This is an optimization exercise on Yosys and OpenROAD, whose aim is small area and a short achievable clock period, not a production implementation.
No run shown here included a check of the RTL's function; only the layout flow was run.

==> flow/design.v, too long to show whole: its modules and the start of the top module <==
// module montgomery_kyber: 1371 lines
// module kfa: 6 lines
// module k_a21bo: 5 lines
// module k_a21oi: 5 lines
// module k_and2: 5 lines
// module k_inv: 5 lines
// module k_mux2i: 5 lines
// module k_nand2: 5 lines
// module k_nor2: 5 lines
// module k_o21ai: 5 lines
// module k_o21bai: 5 lines
// module k_or2: 5 lines
// module k_orn2: 5 lines
// module k_xnor2: 5 lines
// module k_xor2: 5 lines
module montgomery_kyber(clk, a, b, out);
  // ...
==> flow/flow/run.sh <==
#!/bin/bash
set -euo pipefail
MARGIN=${MARGIN:-5.82}
BUF=${BUF:-sky130_fd_sc_hd__buf_1}
HERE=$(cd "$(dirname "$0")" && pwd)
bash standard.sh "SETUP_SLACK_MARGIN=$MARGIN" \
  "BUFFER_PORTS_ARGS=-buffer_cell $BUF" \
  "PRE_FLOORPLAN_TCL=$HERE/downsize.tcl" finish > flow_make.log 2>&1
==> flow/flow/downsize.tcl <==
# Before floorplanning: set every combinational cell to its smallest drive
# strength (x1) so that repair_timing sizes up only the cells that need it.
# Flip-flops are left as synthesis made them.
set db [ord::get_db]
set n 0
foreach inst [[ord::get_db_block] getInsts] {
  set m [[$inst getMaster] getName]
  if {[regexp {^(sky130_fd_sc_hd__[a-z0-9]+)_([0-9]+)$} $m -> base sz] && $sz > 1 && ![string match "*__df*" $base] && ![string match "*__dl*" $base]} {
    set new [$db findMaster ${base}_1]
    if {$new ne "NULL"} {
      $inst swapMaster $new
      incr n
    }
  }
}
puts "downsize: $n cells set to x1"
==> flow/standard.sh <==
#!/bin/bash
# synth_recipe.tcl (not shown) runs the flow's synth.tcl, then flattens the netlist and writes it again
# the make line also repeats each setting of config.mk as NAME=value (left out here)
make -C /OpenROAD-flow-scripts/flow DESIGN_CONFIG=/design/flow/config.mk WORK_HOME=/design/flow/orfs CLKGATE_MAP_FILE= SYNTH_SCRIPT=/design/flow/synth_recipe.tcl "${@:-finish}"
==> flow/config.mk <==
export PLATFORM = sky130hd
export DESIGN_NAME = montgomery_kyber
export DESIGN_NICKNAME = montgomery_kyber
export VERILOG_FILES = /design/flow/design.v
export SDC_FILE = /design/flow/constraint.sdc
export NUM_CORES = 4
export LEC_CHECK = 0
export CAP_MARGIN = 20
export CORE_MARGIN = 2
export CORE_UTILIZATION = 40
export CTS_BUF_LIST = sky130_fd_sc_hd__clkbuf_4 sky130_fd_sc_hd__clkbuf_8
export SETUP_SLACK_MARGIN = 5
export SLEW_MARGIN = 20
export SYNTH_HIERARCHICAL = 1
export SYNTH_MINIMUM_KEEP_SIZE = 0
==> flow/constraint.sdc <==
create_clock -name core_clock -period 12.0 [get_ports {clk}]
set_input_delay 2.4000 -clock core_clock [delete_from_list [all_inputs] [get_ports {clk}]]
set_output_delay 2.4000 -clock core_clock [all_outputs]
set_load 0.01 [all_outputs]
==> metrics.yaml, run 1 <==
outcome:
  run_status: "complete, no violations"
min_path:
  hold_path.startpoint: "a[0]"
timing:
  hold_slack_ns: 2.64
  final.min_clock_period_ns: 6.03
  relative_max_transition_margin_pct: 59.4
  setup_violations: 0
route:
  drt_iter0_markers: 145
  vias: 4217
  wirelength_um: 12200
finish:
  sh_seq_area_pct: 8.14
  multiInputGateArea_um2: 5050
  largest_register: "r"
  layout.cells.most_common_list: "sky130_fd_sc_hd__nand2_1, sky130_fd_sc_hd__fa_1, sky130_fd_sc_hd__xor2_1"
  signal_buffers: 43
  multi_input_area_share_pct: 80.8
  multi_input_gates: 577
  post_layout_nonfiller_instances: 875
placement:
  post_detailed_placement_cell_area_um2: 5970
  gp_congestion: 0.891
die:
  n_tap_cell: 180
  floorplan_die_area_um2: 15000
  die_x_um: 122
flow_run:
  cap_violations: 0
global_route:
  grt_antenna_before_repair: 0
  grt_util_all_layers_pct: 17.2
clocking:
  cts_hold_repair.buffers: 0
  tritoncts_clock_tree: "done"
setup_path:
  slowest_delay_ns: 0.57
==> inputs of run 2 (changes only) <==
--- a/flow/design.v
+++ b/flow/design.v
@@ -1198,181 +1198,379 @@
 k_a21oi un595 (.a(n578), .b(n574), .c(n577), .y(n595));
 wire n596;
 k_nand2 un596 (.a(n578), .b(n575), .y(n596));
 wire n597;
 k_a21oi un597 (.a(n584), .b(n580), .c(n583), .y(n597));
 wire n598;
 k_nand2 un598 (.a(n584), .b(n581), .y(n598));
 wire n599;
-k_o21ai un599 (.a(n588), .b(n586), .c(n587), .y(n599));
+k_inv un599 (.a(n586), .y(n599));
 wire n600;
-k_o21ai un600 (.a(n592), .b(n589), .c(n591), .y(n600));
+k_a21oi un600 (.a(n551), .b(n599), .c(n550), .y(n600));
 wire n601;
-k_nor2 un601 (.a(n592), .b(n590), .y(n601));
+k_o21ai un601 (.a(n588), .b(n586), .c(n587), .y(n601));
 wire n602;
-k_o21ai un602 (.a(n596), .b(n593), .c(n595), .y(n602));
+k_inv un602 (.a(n589), .y(n602));
 wire n603;
-k_nor2 un603 (.a(n596), .b(n594), .y(n603));
+k_a21oi un603 (.a(n563), .b(n602), .c(n562), .y(n603));
 wire n604;
-k_a21oi un604 (.a(n601), .b(n599), .c(n600), .y(n604));
+k_inv un604 (.a(n563), .y(n604));
 wire n605;
-k_inv un605 (.a(n604), .y(n605));
+k_nor2 un605 (.a(n604), .b(n590), .y(n605));
 wire n606;
-k_a21oi un606 (.a(n603), .b(n605), .c(n602), .y(n606));
+k_o21ai un606 (.a(n592), .b(n589), .c(n591), .y(n606));
 wire n607;
-k_inv un607 (.a(n599), .y(n607));
+k_nor2 un607 (.a(n592), .b(n590), .y(n607));
 wire n608;
-k_o21ai un608 (.a(n590), .b(n607), .c(n589), .y(n608));
+k_inv un608 (.a(n593), .y(n608));
 wire n609;
-k_o21ai un609 (.a(n594), .b(n604), .c(n593), .y(n609));
+k_a21oi un609 (.a(n575), .b(n608), .c(n574), .y(n609));
 wire n610;
-k_o21ai un610 (.a(n598), .b(n606), .c(n597), .y(n610));
+k_inv un610 (.a(n575), .y(n610));
 wire n611;
-k_inv un611 (.a(n586), .y(n611));
+k_nor2 un611 (.a(n610), .b(n594), .y(n611));
 wire n612;
-k_a21oi un612 (.a(n551), .b(n611), .c(n550), .y(n612));
+k_o21ai un612 (.a(n596), .b(n593), .c(n595), .y(n612));
 wire n613;
-k_a21oi un613 (.a(n557), .b(n599), .c(n556), .y(n613));
+k_nor2 un613 (.a(n596), .b(n594), .y(n613));
 wire n614;
-k_a21oi un614 (.a(n563), .b(n608), .c(n562), .y(n614));
+k_a21oi un614 (.a(n557), .b(n601), .c(n556), .y(n614));
 wire n615;
-k_a21oi un615 (.a(n569), .b(n605), .c(n568), .y(n615));
+k_inv un615 (.a(n601), .y(n615));
 wire n616;
-k_a21oi un616 (.a(n575), .b(n609), .c(n574), .y(n616));
+k_o21ai un616 (.a(n590), .b(n615), .c(n589), .y(n616));
 wire n617;
-k_inv un617 (.a(n606), .y(n617));
+k_a21bo un617 (.a(n605), .b(n601), .c(n603), .y(n617));
 wire n618;
-k_a21oi un618 (.a(n581), .b(n617), .c(n580), .y(n618));
+k_a21oi un618 (.a(n607), .b(n601), .c(n606), .y(n618));
 wire n619;
-k_xnor2 un619 (.a(n549), .b(n535), .y(n619));
+k_a21oi un619 (.a(n581), .b(n612), .c(n580), .y(n619));
 wire n620;
-k_xor2 un620 (.a(n552), .b(n586), .y(n620));
+k_nand2 un620 (.a(n581), .b(n613), .y(n620));
 wire n621;
-k_xor2 un621 (.a(n555), .b(n612), .y(n621));
+k_inv un621 (.a(n612), .y(n621));
 wire n622;
-k_xnor2 un622 (.a(n558), .b(n599), .y(n622));
+k_o21ai un622 (.a(n598), .b(n621), .c(n597), .y(n622));
 wire n623;
-k_xor2 un623 (.a(n561), .b(n613), .y(n623));
+k_inv un623 (.a(n598), .y(n623));
 wire n624;
-k_xnor2 un624 (.a(n564), .b(n608), .y(n624));
+k_nand2 un624 (.a(n623), .b(n613), .y(n624));
 wire n625;
-k_xor2 un625 (.a(n567), .b(n614), .y(n625));
+k_inv un625 (.a(n618), .y(n625));
 wire n626;
-k_xor2 un626 (.a(n570), .b(n604), .y(n626));
+k_a21oi un626 (.a(n569), .b(n625), .c(n568), .y(n626));
 wire n627;
-k_xor2 un627 (.a(n573), .b(n615), .y(n627));
+k_o21ai un627 (.a(n594), .b(n618), .c(n593), .y(n627));
 wire n628;
-k_xnor2 un628 (.a(n576), .b(n609), .y(n628));
+k_inv un628 (.a(n611), .y(n628));
 wire n629;
-k_xor2 un629 (.a(n579), .b(n616), .y(n629));
+k_o21ai un629 (.a(n628), .b(n618), .c(n609), .y(n629));
 wire n630;
-k_xor2 un630 (.a(n582), .b(n606), .y(n630));
+k_a21oi un630 (.a(n613), .b(n625), .c(n612), .y(n630));
 wire n631;
-k_xnor2 un631 (.a(n585), .b(n618), .y(n631));
+k_o21ai un631 (.a(n620), .b(n618), .c(n619), .y(n631));
 wire n632;
-k_nor2 un632 (.a(n620), .b(n619), .y(n632));
+k_o21bai un632 (.a(n624), .b(n618), .c(n622), .y(n632));
 wire n633;
-k_nor2 un633 (.a(n622), .b(n621), .y(n633));
+k_xnor2 un633 (.a(n549), .b(n535), .y(n633));
 wire n634;
-k_nor2 un634 (.a(n624), .b(n623), .y(n634));
+k_xor2 un634 (.a(n552), .b(n586), .y(n634));
 wire n635;
-k_nor2 un635 (.a(n626), .b(n625), .y(n635));
+k_xor2 un635 (.a(n555), .b(n600), .y(n635));
 wire n636;
-k_nor2 un636 (.a(n628), .b(n627), .y(n636));
+k_xnor2 un636 (.a(n558), .b(n601), .y(n636));
 wire n637;
-k_nand2 un637 (.a(n630), .b(n629), .y(n637));
+k_xor2 un637 (.a(n561), .b(n614), .y(n637));
 wire n638;
-k_nand2 un638 (.a(n633), .b(n632), .y(n638));
+k_xnor2 un638 (.a(n564), .b(n616), .y(n638));
 wire n639;
-k_inv un639 (.a(n620), .y(n639));
+k_xnor2 un639 (.a(n567), .b(n617), .y(n639));
 wire n640;
-k_nand2 un640 (.a(n633), .b(n639), .y(n640));
+k_xor2 un640 (.a(n570), .b(n618), .y(n640));
 wire n641;
-k_nand2 un641 (.a(n635), .b(n634), .y(n641));
+k_xor2 un641 (.a(n573), .b(n626), .y(n641));
 wire n642;
-k_nor2 un642 (.a(n637), .b(n636), .y(n642));
+k_xnor2 un642 (.a(n576), .b(n627), .y(n642));
 wire n643;
-k_nor2 un643 (.a(n641), .b(n638), .y(n643));
+k_xnor2 un643 (.a(n579), .b(n629), .y(n643));
 wire n644;
-k_nor2 un644 (.a(n641), .b(n640), .y(n644));
+k_xor2 un644 (.a(n582), .b(n630), .y(n644));
 wire n645;
-k_inv un645 (.a(n643), .y(n645));
+k_xor2 un645 (.a(n585), .b(n631), .y(n645));
 wire n646;
-k_o21ai un646 (.a(n628), .b(n645), .c(n642), .y(n646));
+k_xor2 un646 (.a(fc490), .b(fs492), .y(n646));
 wire n647;
-k_inv un647 (.a(n628), .y(n647));
+k_and2 un647 (.a(fc490), .b(fs492), .y(n647));
 wire n648;
-k_nand2 un648 (.a(n647), .b(n644), .y(n648));
+k_xnor2 un648 (.a(fc492), .b(fs494), .y(n648));
 wire n649;
-k_inv un649 (.a(n638), .y(n649));
+k_or2 un649 (.a(fc492), .b(fs494), .y(n649));
 wire n650;
-k_nand2 un650 (.a(n634), .b(n649), .y(n650));
+k_xnor2 un650 (.a(fc494), .b(fs496), .y(n650));
 wire n651;
-k_inv un651 (.a(n640), .y(n651));
+k_or2 un651 (.a(fc494), .b(fs496), .y(n651));
 wire n652;
-k_nand2 un652 (.a(n634), .b(n651), .y(n652));
+k_xnor2 un652 (.a(fc496), .b(fs498), .y(n652));
 wire n653;
-k_a21oi un653 (.a(n647), .b(n643), .c(n636), .y(n653));
+k_or2 un653 (.a(fc496), .b(fs498), .y(n653));
 wire n654;
-k_nand2 un654 (.a(n647), .b(n644), .y(n654));
+k_xnor2 un654 (.a(fc498), .b(fs500), .y(n654));
 wire n655;
-k_inv un655 (.a(n621), .y(n655));
+k_or2 un655 (.a(fc498), .b(fs500), .y(n655));
 wire n656;
-k_nand2 un656 (.a(n655), .b(n632), .y(n656));
+k_xnor2 un656 (.a(fc500), .b(fs502), .y(n656));
 wire n657;
-k_nor2 un657 (.a(n621), .b(n620), .y(n657));
+k_or2 un657 (.a(fc500), .b(fs502), .y(n657));
 wire n658;
-k_nor2 un658 (.a(n623), .b(n638), .y(n658));
+k_xnor2 un658 (.a(fc502), .b(fs504), .y(n658));
 wire n659;
-k_nor2 un659 (.a(n623), .b(n640), .y(n659));
+k_or2 un659 (.a(fc502), .b(fs504), .y(n659));
 wire n660;
-k_nor2 un660 (.a(n625), .b(n650), .y(n660));
+k_xnor2 un660 (.a(fc504), .b(fs506), .y(n660));
 wire n661;
-k_nor2 un661 (.a(n625), .b(n652), .y(n661));
+k_or2 un661 (.a(fc504), .b(fs506), .y(n661));
 wire n662;
-k_orn2 un662 (.a(n643), .b(n627), .y(n662));
+k_xor2 un662 (.a(fs508), .b(fc506), .y(n662));
 wire n663;
-k_nand2 un663 (.a(n629), .b(n653), .y(n663));
+k_and2 un663 (.a(fs508), .b(fc506), .y(n663));
 wire n664;
-k_xnor2 un664 (.a(n620), .b(n619), .y(n664));
+k_xnor2 un664 (.a(fs510), .b(fc508), .y(n664));
 wire n665;
-k_xor2 un665 (.a(n621), .b(n632), .y(n665));
+k_or2 un665 (.a(fs510), .b(fc508), .y(n665));
 wire n666;
-k_xnor2 un666 (.a(n622), .b(n656), .y(n666));
+k_xor2 un666 (.a(fs511), .b(fc510), .y(n666));
 wire n667;
-k_xnor2 un667 (.a(n623), .b(n638), .y(n667));
+k_and2 un667 (.a(fs511), .b(fc510), .y(n667));
 wire n668;
-k_xor2 un668 (.a(n624), .b(n658), .y(n668));
+k_xor2 un668 (.a(n512), .b(fc511), .y(n668));
 wire n669;
-k_xnor2 un669 (.a(n625), .b(n650), .y(n669));
+k_and2 un669 (.a(n512), .b(fc511), .y(n669));
 wire n670;
-k_xor2 un670 (.a(n626), .b(n660), .y(n670));
+k_xnor2 un670 (.a(r[24]), .b(n513), .y(n670));
 wire n671;
-k_xnor2 un671 (.a(n627), .b(n643), .y(n671));
+k_or2 un671 (.a(r[24]), .b(n513), .y(n671));
 wire n672;
-k_xor2 un672 (.a(n628), .b(n662), .y(n672));
+k_nor2 un672 (.a(n648), .b(n647), .y(n672));
 wire n673;
-k_xor2 un673 (.a(n629), .b(n653), .y(n673));
+k_nand2 un673 (.a(n648), .b(n647), .y(n673));
 wire n674;
-k_xnor2 un674 (.a(n630), .b(n663), .y(n674));
+k_xor2 un674 (.a(n648), .b(n647), .y(n674));
 wire n675;
-k_inv un675 (.a(n619), .y(n675));
-k_mux2i uo0 (.s(n631), .a(n619), .b(n675), .y(out[0]));
-k_mux2i uo1 (.s(n631), .a(n620), .b(n664), .y(out[1]));
-k_mux2i uo2 (.s(n631), .a(n621), .b(n665), .y(out[2]));
-k_mux2i uo3 (.s(n631), .a(n622), .b(n666), .y(out[3]));
-k_mux2i uo4 (.s(n631), .a(n623), .b(n667), .y(out[4]));
-k_mux2i uo5 (.s(n631), .a(n624), .b(n668), .y(out[5]));
-k_mux2i uo6 (.s(n631), .a(n625), .b(n669), .y(out[6]));
-k_mux2i uo7 (.s(n631), .a(n626), .b(n670), .y(out[7]));
-k_mux2i uo8 (.s(n631), .a(n627), .b(n671), .y(out[8]));
-k_mux2i uo9 (.s(n631), .a(n628), .b(n672), .y(out[9]));
-k_mux2i uo10 (.s(n631), .a(n629), .b(n673), .y(out[10]));
-k_mux2i uo11 (.s(n631), .a(n630), .b(n674), .y(out[11]));
+k_nor2 un675 (.a(n650), .b(n649), .y(n675));
+wire n676;
+k_nand2 un676 (.a(n650), .b(n649), .y(n676));
+wire n677;
+k_xor2 un677 (.a(n650), .b(n649), .y(n677));
+wire n678;
+k_nor2 un678 (.a(n652), .b(n651), .y(n678));
+wire n679;
+k_nand2 un679 (.a(n652), .b(n651), .y(n679));
+wire n680;
+k_xor2 un680 (.a(n652), .b(n651), .y(n680));
+wire n681;
+k_nor2 un681 (.a(n654), .b(n653), .y(n681));
+wire n682;
+k_nand2 un682 (.a(n654), .b(n653), .y(n682));
+wire n683;
+k_xor2 un683 (.a(n654), .b(n653), .y(n683));
+wire n684;
+k_nor2 un684 (.a(n656), .b(n655), .y(n684));
+wire n685;
+k_nand2 un685 (.a(n656), .b(n655), .y(n685));
+wire n686;
+k_xor2 un686 (.a(n656), .b(n655), .y(n686));
+wire n687;
+k_nor2 un687 (.a(n658), .b(n657), .y(n687));
+wire n688;
+k_nand2 un688 (.a(n658), .b(n657), .y(n688));
+wire n689;
+k_xor2 un689 (.a(n658), .b(n657), .y(n689));
+wire n690;
+k_nor2 un690 (.a(n660), .b(n659), .y(n690));
+wire n691;
+k_nand2 un691 (.a(n660), .b(n659), .y(n691));
+wire n692;
+k_xor2 un692 (.a(n660), .b(n659), .y(n692));
+wire n693;
+k_nor2 un693 (.a(n662), .b(n661), .y(n693));
+wire n694;
+k_nand2 un694 (.a(n662), .b(n661), .y(n694));
+wire n695;
+k_xor2 un695 (.a(n662), .b(n661), .y(n695));
+wire n696;
+k_nor2 un696 (.a(n664), .b(n663), .y(n696));
+wire n697;
+k_nand2 un697 (.a(n664), .b(n663), .y(n697));
+wire n698;
+k_xor2 un698 (.a(n664), .b(n663), .y(n698));
+wire n699;
+k_nor2 un699 (.a(n666), .b(n665), .y(n699));
+wire n700;
+k_nand2 un700 (.a(n666), .b(n665), .y(n700));
+wire n701;
+k_xor2 un701 (.a(n666), .b(n665), .y(n701));
+wire n702;
+k_nor2 un702 (.a(n668), .b(n667), .y(n702));
+wire n703;
+k_nand2 un703 (.a(n668), .b(n667), .y(n703));
+wire n704;
+k_xor2 un704 (.a(n668), .b(n667), .y(n704));
+wire n705;
+k_nor2 un705 (.a(n670), .b(n669), .y(n705));
+wire n706;
+k_nand2 un706 (.a(n670), .b(n669), .y(n706));
+wire n707;
+k_xor2 un707 (.a(n670), .b(n669), .y(n707));
+wire n708;
+k_inv un708 (.a(n646), .y(n708));
+wire n709;
+k_nand2 un709 (.a(n708), .b(n535), .y(n709));
+wire n710;
+k_a21oi un710 (.a(n676), .b(n672), .c(n675), .y(n710));
+wire n711;
+k_nand2 un711 (.a(n676), .b(n673), .y(n711));
+wire n712;
+k_a21oi un712 (.a(n682), .b(n678), .c(n681), .y(n712));
+wire n713;
+k_nand2 un713 (.a(n682), .b(n679), .y(n713));
+wire n714;
+k_a21oi un714 (.a(n688), .b(n684), .c(n687), .y(n714));
+wire n715;
+k_nand2 un715 (.a(n688), .b(n685), .y(n715));
+wire n716;
+k_a21oi un716 (.a(n694), .b(n690), .c(n693), .y(n716));
+wire n717;
+k_nand2 un717 (.a(n694), .b(n691), .y(n717));
+wire n718;
+k_a21oi un718 (.a(n700), .b(n696), .c(n699), .y(n718));
+wire n719;
+k_nand2 un719 (.a(n700), .b(n697), .y(n719));
+wire n720;
+k_a21oi un720 (.a(n706), .b(n702), .c(n705), .y(n720));
+wire n721;
+k_nand2 un721 (.a(n706), .b(n703), .y(n721));
+wire n722;
+k_inv un722 (.a(n709), .y(n722));
+wire n723;
+k_a21oi un723 (.a(n673), .b(n722), .c(n672), .y(n723));
+wire n724;
+k_o21ai un724 (.a(n711), .b(n709), .c(n710), .y(n724));
+wire n725;
+k_inv un725 (.a(n712), .y(n725));
+wire n726;
+k_a21oi un726 (.a(n685), .b(n725), .c(n684), .y(n726));
+wire n727;
+k_inv un727 (.a(n685), .y(n727));
+wire n728;
+k_nor2 un728 (.a(n727), .b(n713), .y(n728));
+wire n729;
+k_o21ai un729 (.a(n715), .b(n712), .c(n714), .y(n729));
+wire n730;
+k_nor2 un730 (.a(n715), .b(n713), .y(n730));
+wire n731;
+k_inv un731 (.a(n716), .y(n731));
+wire n732;
+k_a21oi un732 (.a(n697), .b(n731), .c(n696), .y(n732));
+wire n733;
+k_inv un733 (.a(n697), .y(n733));
+wire n734;
+k_nor2 un734 (.a(n733), .b(n717), .y(n734));
+wire n735;
+k_o21ai un735 (.a(n719), .b(n716), .c(n718), .y(n735));
+wire n736;
+k_nor2 un736 (.a(n719), .b(n717), .y(n736));
+wire n737;
+k_a21oi un737 (.a(n679), .b(n724), .c(n678), .y(n737));
+wire n738;
+k_inv un738 (.a(n724), .y(n738));
+wire n739;
+k_o21ai un739 (.a(n713), .b(n738), .c(n712), .y(n739));
+wire n740;
+k_a21bo un740 (.a(n728), .b(n724), .c(n726), .y(n740));
+wire n741;
+k_a21oi un741 (.a(n730), .b(n724), .c(n729), .y(n741));
+wire n742;
+k_a21oi un742 (.a(n703), .b(n735), .c(n702), .y(n742));
+wire n743;
+k_nand2 un743 (.a(n703), .b(n736), .y(n743));
+wire n744;
+k_inv un744 (.a(n735), .y(n744));
+wire n745;
+k_o21ai un745 (.a(n721), .b(n744), .c(n720), .y(n745));
+wire n746;
+k_inv un746 (.a(n721), .y(n746));
+wire n747;
+k_nand2 un747 (.a(n746), .b(n736), .y(n747));
+wire n748;
+k_inv un748 (.a(n741), .y(n748));
+wire n749;
+k_a21oi un749 (.a(n691), .b(n748), .c(n690), .y(n749));
+wire n750;
+k_o21ai un750 (.a(n717), .b(n741), .c(n716), .y(n750));
+wire n751;
+k_inv un751 (.a(n734), .y(n751));
+wire n752;
+k_o21ai un752 (.a(n751), .b(n741), .c(n732), .y(n752));
+wire n753;
+k_a21oi un753 (.a(n736), .b(n748), .c(n735), .y(n753));
+wire n754;
+k_o21ai un754 (.a(n743), .b(n741), .c(n742), .y(n754));
+wire n755;
+k_o21bai un755 (.a(n747), .b(n741), .c(n745), .y(n755));
+wire n756;
+k_xor2 un756 (.a(n646), .b(n535), .y(n756));
+wire n757;
+k_xor2 un757 (.a(n674), .b(n709), .y(n757));
+wire n758;
+k_xor2 un758 (.a(n677), .b(n723), .y(n758));
+wire n759;
+k_xnor2 un759 (.a(n680), .b(n724), .y(n759));
+wire n760;
+k_xor2 un760 (.a(n683), .b(n737), .y(n760));
+wire n761;
+k_xnor2 un761 (.a(n686), .b(n739), .y(n761));
+wire n762;
+k_xnor2 un762 (.a(n689), .b(n740), .y(n762));
+wire n763;
+k_xor2 un763 (.a(n692), .b(n741), .y(n763));
+wire n764;
+k_xor2 un764 (.a(n695), .b(n749), .y(n764));
+wire n765;
+k_xnor2 un765 (.a(n698), .b(n750), .y(n765));
+wire n766;
+k_xnor2 un766 (.a(n701), .b(n752), .y(n766));
+wire n767;
+k_xor2 un767 (.a(n704), .b(n753), .y(n767));
+wire n768;
+k_xnor2 un768 (.a(n707), .b(n754), .y(n768));
+wire o0;
+k_mux2i uo0 (.s(n645), .a(n633), .b(n756), .y(out[0]));
+wire o1;
+k_mux2i uo1 (.s(n645), .a(n634), .b(n757), .y(out[1]));
+wire o2;
+k_mux2i uo2 (.s(n645), .a(n635), .b(n758), .y(out[2]));
+wire o3;
+k_mux2i uo3 (.s(n645), .a(n636), .b(n759), .y(out[3]));
+wire o4;
+k_mux2i uo4 (.s(n645), .a(n637), .b(n760), .y(out[4]));
+wire o5;
+k_mux2i uo5 (.s(n645), .a(n638), .b(n761), .y(out[5]));
+wire o6;
+k_mux2i uo6 (.s(n645), .a(n639), .b(n762), .y(out[6]));
+wire o7;
+k_mux2i uo7 (.s(n645), .a(n640), .b(n763), .y(out[7]));
+wire o8;
+k_mux2i uo8 (.s(n645), .a(n641), .b(n764), .y(out[8]));
+wire o9;
+k_mux2i uo9 (.s(n645), .a(n642), .b(n765), .y(out[9]));
+wire o10;
+k_mux2i uo10 (.s(n645), .a(n643), .b(n766), .y(out[10]));
+wire o11;
+k_mux2i uo11 (.s(n645), .a(n644), .b(n767), .y(out[11]));
 endmodule
 module kfa(a, b, c, s, co);
 input a, b, c;
 output s, co;
 assign s = a ^ b ^ c;
 assign co = (a & b) | (a & c) | (b & c);
 endmodule
 module k_a21bo(a, b, c, y);
@@ -1420,21 +1618,16 @@
 output y;
 assign y = ~((a | b) & ~c);
 endmodule
 module k_or2(a, b, y);
 input a, b;
 output y;
 assign y = a | b;
 endmodule
-module k_orn2(a, b, y);
-input a, b;
-output y;
-assign y = a | ~b;
-endmodule
 module k_xnor2(a, b, y);
 input a, b;
 output y;
 assign y = ~(a ^ b);
 endmodule
 module k_xor2(a, b, y);
 input a, b;
 output y;
==> flow/flow/run.sh (replaced) <==
#!/bin/bash
set -euo pipefail
MARGIN=${MARGIN:-5.5}
BUF=${BUF:-sky130_fd_sc_hd__buf_1}
RECOVER=${RECOVER:-0}
bash standard.sh "SETUP_SLACK_MARGIN=$MARGIN" \
  "BUFFER_PORTS_ARGS=-buffer_cell $BUF" "RECOVER_POWER=$RECOVER" finish > flow_make.log 2>&1
removed: flow/flow/downsize.tcl
==> run 2 against run 1 <==
- sequential share of layout area shrank 0.74 points
- critical path type unchanged
- wire length grew 6.5%
- maximum frequency shrank 3.5%
- global-route usage shrank 0.48 points
- non-clock buffer count shrank 6
- die area grew 12%
==> metrics.yaml, run 2 <==
die:
  boundaryPins: 37
  fp.coreArea_um2: 15300
  die_h_um: 129
  initial_utilization_pct: 41.2
  floorplan_die_area_um2: 16700  # +12%
  placementRows: 45
  die_x_um: 129  # +5.8%
clocking:
  cts_max_level: 1
  cts-root-buf: "sky130_fd_sc_hd__clkbuf_8"
  cts.sink_count: 25
  tritoncts_clock_tree: "done"
  tritoncts_buffers: 3
  ctsLongestPathBuffers: 2
  cts.clk_slew.worst_paths_ns: 0.08
  cts_post_setup_buffers_inserted: 0
  cts_hold_repair.buffers: 0  # unchanged
route:
  vias: 4684  # +11%
  avgRoutedWirePerCell_um: 13.2
  drt_iter0_markers: 240  # +66%
  detail_route.drc_violations: 0
  antenna_left: 0
  wirelength_um: 13000  # +6.5%
  viasPerCell: 4.76
  drt_pass1_iterations: 5
global_route:
  overflow: 0
  first_global_vias: 4675
  grt_max_degree: 15
  grt_util_all_layers_pct: 16.7  # -0.48 points
  grt_pass1_wl_um: 22500
  grt_antenna_before_repair: 0  # unchanged
timing:
  finalSetupTns_ns: 0
  relative_max_transition_margin_pct: 55.1  # -4.3 points
  report.final.hold_viol_count: 0
  timing_worst_slew_pin_value_ns: 0.673
  grt_setup_unrepaired: "no"
  max_freq_ghz: 0.160
  final.min_clock_period_ns: 6.25  # +0.218 ns
  fin_crit_sh_pct: 52.1
  setup_violations: 0  # unchanged
  report.final.slew_viol_count: 0
yosys:
  synth_commonest_cells: "sky130_fd_sc_hd__nand2_1, sky130_fd_sc_hd__fa_1, sky130_fd_sc_hd__xor2_1, sky130_fd_sc_hd__nor2_1, sky130_fd_sc_hd__inv_1"
  post-synth-top-count-cell: "sky130_fd_sc_hd__nand2_1"
  synth_enable_flop_cells: 0
  ys_types: 14
  dominantRegCellSynth: "sky130_fd_sc_hd__dfxtp_1"
  asyncSetResetFlopFracSynth_pct: 0
  synth.avg_cell_area_um2: 8.59
  ys.warnings.count: 7
  synth.top_cell.area_share_pct: 40.1
  yosysSeqAreaShare_pct: 7.96
  post-synth-top-area-cell: "sky130_fd_sc_hd__fa_1"
  ys_seq_elements: 25
  synth_fp_nets: 883
  syn-cell-area_um2: 6290
  syn_inst: 732
  synth.area.top_cells: "sky130_fd_sc_hd__fa_1, sky130_fd_sc_hd__nand2_1, sky130_fd_sc_hd__xor2_1"
setup_path:
  cp.required_ns: 12.20
  arr_time_crit_path_ns: 6.44
  worstPathMaxFanout: 12
  critPathLaunchType: "input pin"
  critPathCaptureType: "flip-flop"
  path_class: "input pin to flip-flop"
finish:
  layout.cells.most_common_list: "sky130_fd_sc_hd__nand2_1, sky130_fd_sc_hd__fa_1, sky130_fd_sc_hd__xor2_1"
  num_antenna_cells: 0
  largest_register: "r"
  flip_flop_count_of_the_largest_register_all_copies_and_words_added: 25
  mostFrequentLayoutCell: "sky130_fd_sc_hd__nand2_1"
  area_growth_pct: 7.68
  top_regs: "r: 25 flops"
  layout_cell_share_with_drive_strength_beyond_1_pct: 9.96
  nNetsFinal: 925
placement:
  io_buffer_count: 36
  dp.final_hpwl_um: 11100
  gp_congestion: 0.793  # -11%
flow_run:
  cap_violations: 0  # unchanged
outcome:
  run_status: "complete, no violations"
min_path:
  hold_class: "input pin to flip-flop"
-- run 2: routing by layer --
| layer | global-route usage (%) | vias to the layer above | routed length (um) |
|---|---|---|---|
| met3 | 0.372 | 7 | 501 |
| met1 | 23.7 | 2244 | 6180 |
| li1 | - | 2332 | - |
| met2 | 28.9 | 101 | 6160 |
| met5 | 0 | - | 0 |
| met4 | 3.45 | 0 | 118 |
-- run 2: worst paths after layout --
check,startpoint,cells after the start,to
max,b[11],15,r[23]$_DFF_P_
min,a[0],3,r[0]$_DFF_P_
-- run 2: modules after synthesis, one instance, submodules excluded --
module	area [um2]	flops+latches	cells
montgomery_kyber	500	25	25
kfa	20.0	0	1
k_a21bo	10.0	0	1
k_mux2i	10.0	0	1
k_a21oi	8.76	0	1
k_xnor2	8.76	0	1
k_xor2	8.76	0	1
k_o21bai	7.51	0	1
k_and2	6.26	0	1
k_or2	6.26	0	1
k_o21ai	5.00	0	1
k_inv	3.75	0	1
k_nand2	3.75	0	1
k_nor2	3.75	0	1
-- run 2: timing repair --
item | in CTS | in global routing
resized for setup | 15 | 6
pin swaps | 0 | 0
endpoints found under the setup margin | 2 | 5
-- run 2: critical path, cell delays in order --
cell and delay [ns]:
sky130_fd_sc_hd__buf_2 0.24, sky130_fd_sc_hd__nand2_1 0.12, sky130_fd_sc_hd__fa_1 0.57, sky130_fd_sc_hd__fa_1 0.44
sky130_fd_sc_hd__fa_1 0.41, sky130_fd_sc_hd__fa_1 0.52, sky130_fd_sc_hd__fa_1 0.46, sky130_fd_sc_hd__nor2_1 0.20
sky130_fd_sc_hd__a21oi_2 0.11, sky130_fd_sc_hd__o21ai_2 0.29, sky130_fd_sc_hd__a21oi_2 0.08, sky130_fd_sc_hd__o21ai_1 0.22
sky130_fd_sc_hd__inv_1 0.08, sky130_fd_sc_hd__o21ai_1 0.16, sky130_fd_sc_hd__xnor2_1 0.13
-- run 2: kinds of logic after synthesis --
group | after synthesis | synth area share (%)
and+or+nand+nor | 310 | 19.8
adders and majority gates | 126 | 40.1
xor gates and xnor gates | 122 | 17.0
AOI/OAI and AO/OA | 82 | 9.89
buffers and inverters | 55 | 3.28
DFF | 25 | 7.96
muxes | 12 | 1.91
-- run 2: stage by stage --
step	hold WS, ns	util [%]	setup slack [ns]	cells	instance area, um2
after floorplan	2.59	-	5.94	732	6290
after global routing	2.69	44.4	5.54	984	6770
after detailed placement	3.08	43.9	5.07	980	6690
after CTS	2.65	44.3	5.51	984	6760
final	2.66	44.4	5.75	984	6770
after global placement	3.08	43.9	5.12	980	6690
-- run 2: area by class of cell --
type                            count  area (um2)
Clock buffer                        3        41.3
Fill cell                        1533        8490
Tap cell                          211         264
Sequential cell                    25         500
Multi-Input combinational cell    652        5590
Clock inverter                      1        5.00
Timing Repair Buffer               37         166
Inverter                           55         206

static timing again, ports no longer ideal:
No port has a modelled driver above. Below, the same layouts with a new extraction and two added sets of constraints. Step 1 assumes that a clkbuf_16 drives the clock port and a buf_2 every other input. Step 2 adds t to the input delays and takes it off the output delays; t is the mean of the earliest and latest rising clock arrival at the registers after step 1. Input paths then give back, and output paths get back, about the clock's delay inside the block. Slacks: ideal / step 1 / step 2; pairs: ideal / step 1.
| run | t, ns | setup slack, ns | slew at the worst register clock pin (ns) | pins driven straight from the clock port |
|---|---|---|---|---|
| run 1 | 0.280 | 5.971 / 5.974 / 5.694 | 0.07 / 0.07 | 1 |
| run 2 | 0.292 | 5.753 / 5.758 / 5.466 | 0.08 / 0.08 | 1 |
After both steps setup and hold are still met in every run listed. The setup slack of run 2, which loses most, moves by +0.005 ns with the drivers and by -0.287 ns with both steps.
